This design comes from an exercise in tuning for a short achievable clock period and few clock cycles on the open sky130 flow, not from production work. Only simulation tests tie the RTL to the original design; equivalence was not proved. Power and IR drop assume default switching activity.

## the previous run
## CPU
module CPU(
	input wire [8:0] in_Din,
	input wire in_clk,
	input wire in_re,
	input wire in_run,
	output wire [8:0] out_Addr,
	output wire [8:0] out_Dout,
	output wire out_W
);
clock: 6.0 ns
lec_check: 0
abc_clock_period_in_ps: 1500
cap_margin: 20
core_margin: 2
core_utilization: 40
gpl_routability_driven: 0
place_density: 0.6
setup_slack_margin: 4.0
slew_margin: 20
synth_hierarchical: 1
tns_end_percent: 100
run.sh (not shown) runs the stock make flow with config.mk's settings and CLKGATE_MAP_FILE= SYNTH_SCRIPT=/design/flow/synth_recipe.tcl, a recipe that flattens the netlist after the stock synthesis.
Testbench counts of the previous run, summed over its fixed seeds: cycles 16,059.
Here is what was changed in the inputs of the current run compared with the previous run.
--- a/flow/design.v
+++ b/flow/design.v
@@ -154,17 +154,16 @@
 	reg  [8:0] EPC1, EPC2;          
 	wire [8:0] AFT = d_mvic ? EPC2 : EPC1;    
 	reg        s_vy, s_im, s_f1;              
 	reg [8:0] IMM;
 	reg [2:0] LRX;                  
 	reg          CV [0:CN-1];
 	reg [8-CB:0] CT [0:CN-1];
 	reg [8:0]    CD [0:CN-1];
-	reg [8:0]    CDP [0:CN-1];      
 	assign out_Addr = FA;
 	assign out_Dout = DO;
 	assign out_W    = W;
 	wire [8:0] FA1 = FA + 9'd1;
 	wire [8:0] FA2 = FA + 9'd2;
 	wire [8:0] vx, vy;
 	mux_9to1 u_vx  (.s(FX), .a(RES), .b(OX), .y(vx));
 	mux_9to1 u_vy  (.s(FYo), .a(OY), .b(RXS), .y(vy));
@@ -325,17 +324,16 @@
 		end else if (FV) begin
 			CV[FP[CB-1:0]] <= 1'b1;
 		end
 	end
 	always @(posedge in_clk) begin
 		if (FV) begin
 			CT[FP[CB-1:0]] <= FP[8:CB];
 			CD[FP[CB-1:0]] <= FD;
-			CDP[FP[CB-1:0]] <= FD + 9'd1;
 		end
 	end
 	always @(posedge in_clk) begin
 		if (in_re) begin
 			R0 <= 9'd0; R1 <= 9'd0; R2 <= 9'd0; R3 <= 9'd0;
 			R4 <= 9'd0; R5 <= 9'd0; R6 <= 9'd0;
 			RP0 <= 9'd1; RP1 <= 9'd1; RP2 <= 9'd1; RP3 <= 9'd1;
 			RP4 <= 9'd1; RP5 <= 9'd1; RP6 <= 9'd1;
@@ -386,17 +384,17 @@
 			d_wr <= dop == 3'b000 || dop == 3'b001 || dop[2:1] == 2'b01;
 			d_redu <= dop == 3'b111 || dop[2:1] == 2'b10 || (dop == 3'b001 && !f_mvic) ||
 			          (dx == 3'd7 && (dop == 3'b000 || dop == 3'b001 || dop[2:1] == 2'b01));
 			OX <= OXn; OY <= OYn ^ {9{dop == 3'b011}};
 			EPC <= FA; EPC1 <= FA1; EPC2 <= FA2;
 			s_vy <= dop[2:1] == 2'b10;
 			s_im <= dx == 3'd7 && dop == 3'b001 && f_mvic;
 			s_f1 <= !(dop[2:1] == 2'b10) && !(dx == 3'd7 && dop == 3'b001 && f_mvic);
-			IMM <= CD[l_idx]; IMMP1 <= CDP[l_idx];
+			IMM <= CD[l_idx]; IMMP1 <= CD[l_idx] + 9'd1;
 			rxo <= (7'd1 << dx) & 7'h7f;
 			d_wrn7 <= dx != 3'd7 && (dop == 3'b000 || dop == 3'b001 || dop[2:1] == 2'b01);
 			d_nzn7 <= dx != 3'd7 && dop == 3'b110;
 		end
 		if (tk && tk_hold) begin
 			FX <= 1'b0; FYo <= 1'b1;
 		end else if (tk) begin
 			FX <= e_wen && rx == dx;
==> run notes <==
Re total DRC errors in the routed layout: no difference whatsoever between the previous run and the current run. When the current run is set beside the previous run, its met2 layer wire length in the routed design turns out to be 16% smaller. The longest individual stage delay on the worst path reported for the current run is smaller than that of the previous run by 0.04 ns. | number of vias per cell after detailed routing | the current run vs the previous run | about 1.8% lower |. The current run vs the previous run — HPWL after detailed placement dropped 4.9%. The current run: share of cell area taken by multi-input logic gates 3.3 points above the previous run. Compared with the previous run, the current run instantiates a smaller number of standard cells. Higher layout multi-input combinational cell count was reported by the previous run, not the current run. Total power was lower in the current run than in the previous run. Taking the previous run over the current run, the non-clock buffer count ratio works out to 1.17. Sort the previous run and the current run by overall via count from detail_route, descending, and the previous run comes first.
Testbench counts of the current run, summed over its fixed seeds: cycles 16,059.

* * *

before:
CPU, a different RTL version from the one above (not shown whole).
Size in the first run: ~2400 cells after synthesis, about 31 I/O pins, roughly 28000 µm² of cells after synthesis.
// CPU
module CPU(
	input wire [8:0] in_Din,
	input wire in_clk,
	input wire in_re,
	input wire in_run,
	output wire [8:0] out_Addr,
	output wire [8:0] out_Dout,
	output wire out_W
);
clock: 6.0 ns
lec_check: 0
abc_clock_period_in_ps: 1500
cap_margin: 20
core_margin: 2
core_utilization: 40
place_density: 0.6
setup_slack_margin: 4.0
slew_margin: 20
synth_hierarchical: 1
tns_end_percent: 100
The final layout from before, which completed every stage, passed the timing, DRC and antenna checks at the end of the flow.
Testbench counts of before, summed over its fixed seeds: cycles 16,059.
Input-level comparison between after and before:
--- a/flow/design.v
+++ b/flow/design.v
@@ -201,19 +201,19 @@
 	reg  [8:0] RESP1R;
 	reg        RP1V;
 	reg  [8:0] IMMP1;                        
 	reg  [8:0] RP0, RP1, RP2, RP3, RP4, RP5, RP6;    
 	reg  [6:0] rxo;                          
 	reg        d_wrn7, d_nzn7;               
 	wire       e_wen7 = exr && (d_wrn7 || (d_nzn7 && gnz));
 	reg  [6:0] fwr, hzr, nzr;
 	wire [6:0] fw = fwr;
-	wire [6:0] hz = (hzr & ~fw) | (nzr & {7{gnz}}) | (WEN & {7{!RP1V}} & ~fw);
+	wire [6:0] hz = hzr | (nzr & {7{gnz}}) | (WEN & {7{!RP1V}} & ~fw);
 	wire [8:0] Q0, Q1, Q2, Q3, Q4, Q5, Q6;
 	counter_9bit u_q0 (.sa(1'b0), .sb(fw[0]), .sc(!fw[0] && WEN[0]), .sd(!fw[0] && !WEN[0]), .a(9'd0), .b(IMMP1), .c(RESP1R), .d(RP0), .y(Q0));
 	counter_9bit u_q1 (.sa(1'b0), .sb(fw[1]), .sc(!fw[1] && WEN[1]), .sd(!fw[1] && !WEN[1]), .a(9'd0), .b(IMMP1), .c(RESP1R), .d(RP1), .y(Q1));
 	counter_9bit u_q2 (.sa(1'b0), .sb(fw[2]), .sc(!fw[2] && WEN[2]), .sd(!fw[2] && !WEN[2]), .a(9'd0), .b(IMMP1), .c(RESP1R), .d(RP2), .y(Q2));
 	counter_9bit u_q3 (.sa(1'b0), .sb(fw[3]), .sc(!fw[3] && WEN[3]), .sd(!fw[3] && !WEN[3]), .a(9'd0), .b(IMMP1), .c(RESP1R), .d(RP3), .y(Q3));
 	counter_9bit u_q4 (.sa(1'b0), .sb(fw[4]), .sc(!fw[4] && WEN[4]), .sd(!fw[4] && !WEN[4]), .a(9'd0), .b(IMMP1), .c(RESP1R), .d(RP4), .y(Q4));
 	counter_9bit u_q5 (.sa(1'b0), .sb(fw[5]), .sc(!fw[5] && WEN[5]), .sd(!fw[5] && !WEN[5]), .a(9'd0), .b(IMMP1), .c(RESP1R), .d(RP5), .y(Q5));
 	counter_9bit u_q6 (.sa(1'b0), .sb(fw[6]), .sc(!fw[6] && WEN[6]), .sd(!fw[6] && !WEN[6]), .a(9'd0), .b(IMMP1), .c(RESP1R), .d(RP6), .y(Q6));
 	wire [7:0] y_ok = {1'b0, ~hz};
@@ -273,40 +273,40 @@
 	wire       n_exr  = n_irv && !n_pld && !n_pst && !n_pjr && !n_pj2;
 	wire       n_mvic = tk ? (dop == 3'b001 && f_mvic) : d_mvic;
 	wire [6:0] n_rxo  = tk ? ((7'd1 << dx) & 7'h7f) : rxo;
 	wire       n_wrn7 = tk ? (dx != 3'd7 && (dop == 3'b000 || dop == 3'b001 || dop[2:1] == 2'b01)) : d_wrn7;
 	wire       n_nzn7 = tk ? (dx != 3'd7 && dop == 3'b110) : d_nzn7;
 	always @(posedge in_clk) begin
 		IRV <= n_irv; pld <= n_pld; pst <= n_pst; pjr <= n_pjr; pj2 <= n_pj2; W <= n_w;
 		exr <= n_exr;
 		fwr <= {7{n_exr && n_mvic}} & n_rxo;
-		hzr <= {7{n_exr && n_wrn7}} & n_rxo;
+		hzr <= {7{n_exr && n_wrn7 && !n_mvic}} & n_rxo;
 		nzr <= {7{n_exr && n_nzn7}} & n_rxo;
 		if (pjr) JT <= RES + 9'd1;
 	end
 	wire [8:0] EA = pj2 ? JT : AFT;
 	wire [8:0] EB, EADDR;
 	wire [8:0] va;
 	mux_9to1 u_va (.s(FYo), .a(OY), .b(RES), .y(va));
 	counter_9bit u_eb (.sa(s_vy), .sb(1'b0), .sc(s_im), .sd(s_f1),
 	                   .a(va), .b(9'd0), .c(IMMP1), .d(FA1), .y(EB));
 	mux_9to1 u_ea (.s(exr), .a(EB), .b(EA), .y(EADDR));
 	wire       go   = !in_re && (in_run || pst);
-	wire       m_im = go && !use_e && dop == 3'b001;
-	wire [8:0] fa_r, fa_ro, fa_d, fa_do;
-	counter_9bit u_far (.sa(!in_re && !(in_run || pst)), .sb(go && use_e),
-	                    .sc(go && !use_e && f_jq), .sd(go && !use_e && !f_jq),
-	                    .a(FA), .b(EADDR), .c(QJ), .d(FA1), .y(fa_r));
-	mux_9to1 u_fa (.s(m_im && l_hit), .a(FA2), .b(fa_r), .y(fa_d));
-	counter_9bit u_faro (.sa(!in_re && !(in_run || pst)), .sb(go && use_e),
-	                     .sc(go && !use_e && f_jq), .sd(go && !use_e && !f_jq),
-	                     .a(FA), .b(EADDR), .c(QJ), .d(FA1), .y(fa_ro));
-	mux_9to1 u_fao (.s(m_im && l_hit), .a(FA2), .b(fa_ro), .y(fa_do));
+	wire [8:0] fa_d;
+	sel5h u_fa (.sa(!in_re && !(in_run || pst)), .sb(go && use_e),
+	            .sc(go && !use_e && f_jq), .sd(go && !use_e && !f_jq && f_mvic),
+	            .se(go && !use_e && !f_jq && !f_mvic),
+	            .a(FA), .b(EADDR), .c(QJ), .d(FA2), .e(FA1), .y(fa_d));
+	wire [8:0] fa_do;
+	sel5h u_fao (.sa(!in_re && !(in_run || pst)), .sb(go && use_e),
+	             .sc(go && !use_e && f_jq), .sd(go && !use_e && !f_jq && f_mvic),
+	             .se(go && !use_e && !f_jq && !f_mvic),
+	             .a(FA), .b(EADDR), .c(QJ), .d(FA2), .e(FA1), .y(fa_do));
 	always @(posedge in_clk) begin
 		FA <= fa_d;
 		FAO <= fa_do;
 	end
 	reg          FV;
 	reg [8:0]    FP, FD;
 	always @(posedge in_clk) begin
 		FV <= !in_re && in_run && !pst && e_mviu;
 		FP <= EPC;
==> comparison <==
after against before: total power went down about 1.3%; final global-route overflow total held; worst hold slack after final layout held; buffering overhead went up 1.1 points. | average wire per cell in the routed design | after vs before | 0.58 µm lower |. after against before: number of well taps lower; vertical extent of the die lower; layout overhead on the synthesized area roughly the same. Every stage of the flow completed for after, and the final layout passed the timing, DRC and antenna checks. On fraction of layout instances using a drive strength above 1: between after and before, it ends up higher for before. Cell area after synthesis of after falls short of that of before slightly. Diff before -> after: fmax +6.4%; final design instance area without fill -0.71%.
Testbench counts of after, summed over its fixed seeds: cycles 16,059.

-- static timing again, ports no longer ideal --
In the flow no input, the clock included, has a driving cell. The finished layouts below were timed again as built, in two steps. Step 1, drivers: a clkbuf_16 drives in_clk and a buf_2 each remaining input, both assumed. Step 2 adds t to the input delays and takes it off the output delays; t is the mean of the earliest and latest rising clock arrival at the registers after step 1. Input paths then give back, and output paths get back, about the clock's delay inside the block. Three values: ideal, step 1, step 2; two values: the first two.
| run | t, ns | setup WS [ns] | worst setup path after step 2 | worst data-port slew with drivers (ns) | pins driven straight from the clock port |
|---|---|---|---|---|---|
| the previous run | 0.702 | 3.497 / 3.265 / 2.563 | input to register | 0.34 | 1 |
| the current run | 0.673 | 3.472 / 3.333 / 2.659 | input to register | 0.29 | 1 |
| before | 0.696 | 3.203 / 3.050 / 2.354 | input to register | 0.42 | 1 |
| after | 0.660 | 3.371 / 3.175 / 2.515 | input to register | 0.33 | 1 |
After both steps every run listed still meets setup and hold. For the previous run, which loses most, drivers alone change the setup slack by -0.232 ns; drivers and shift together by -0.934 ns.
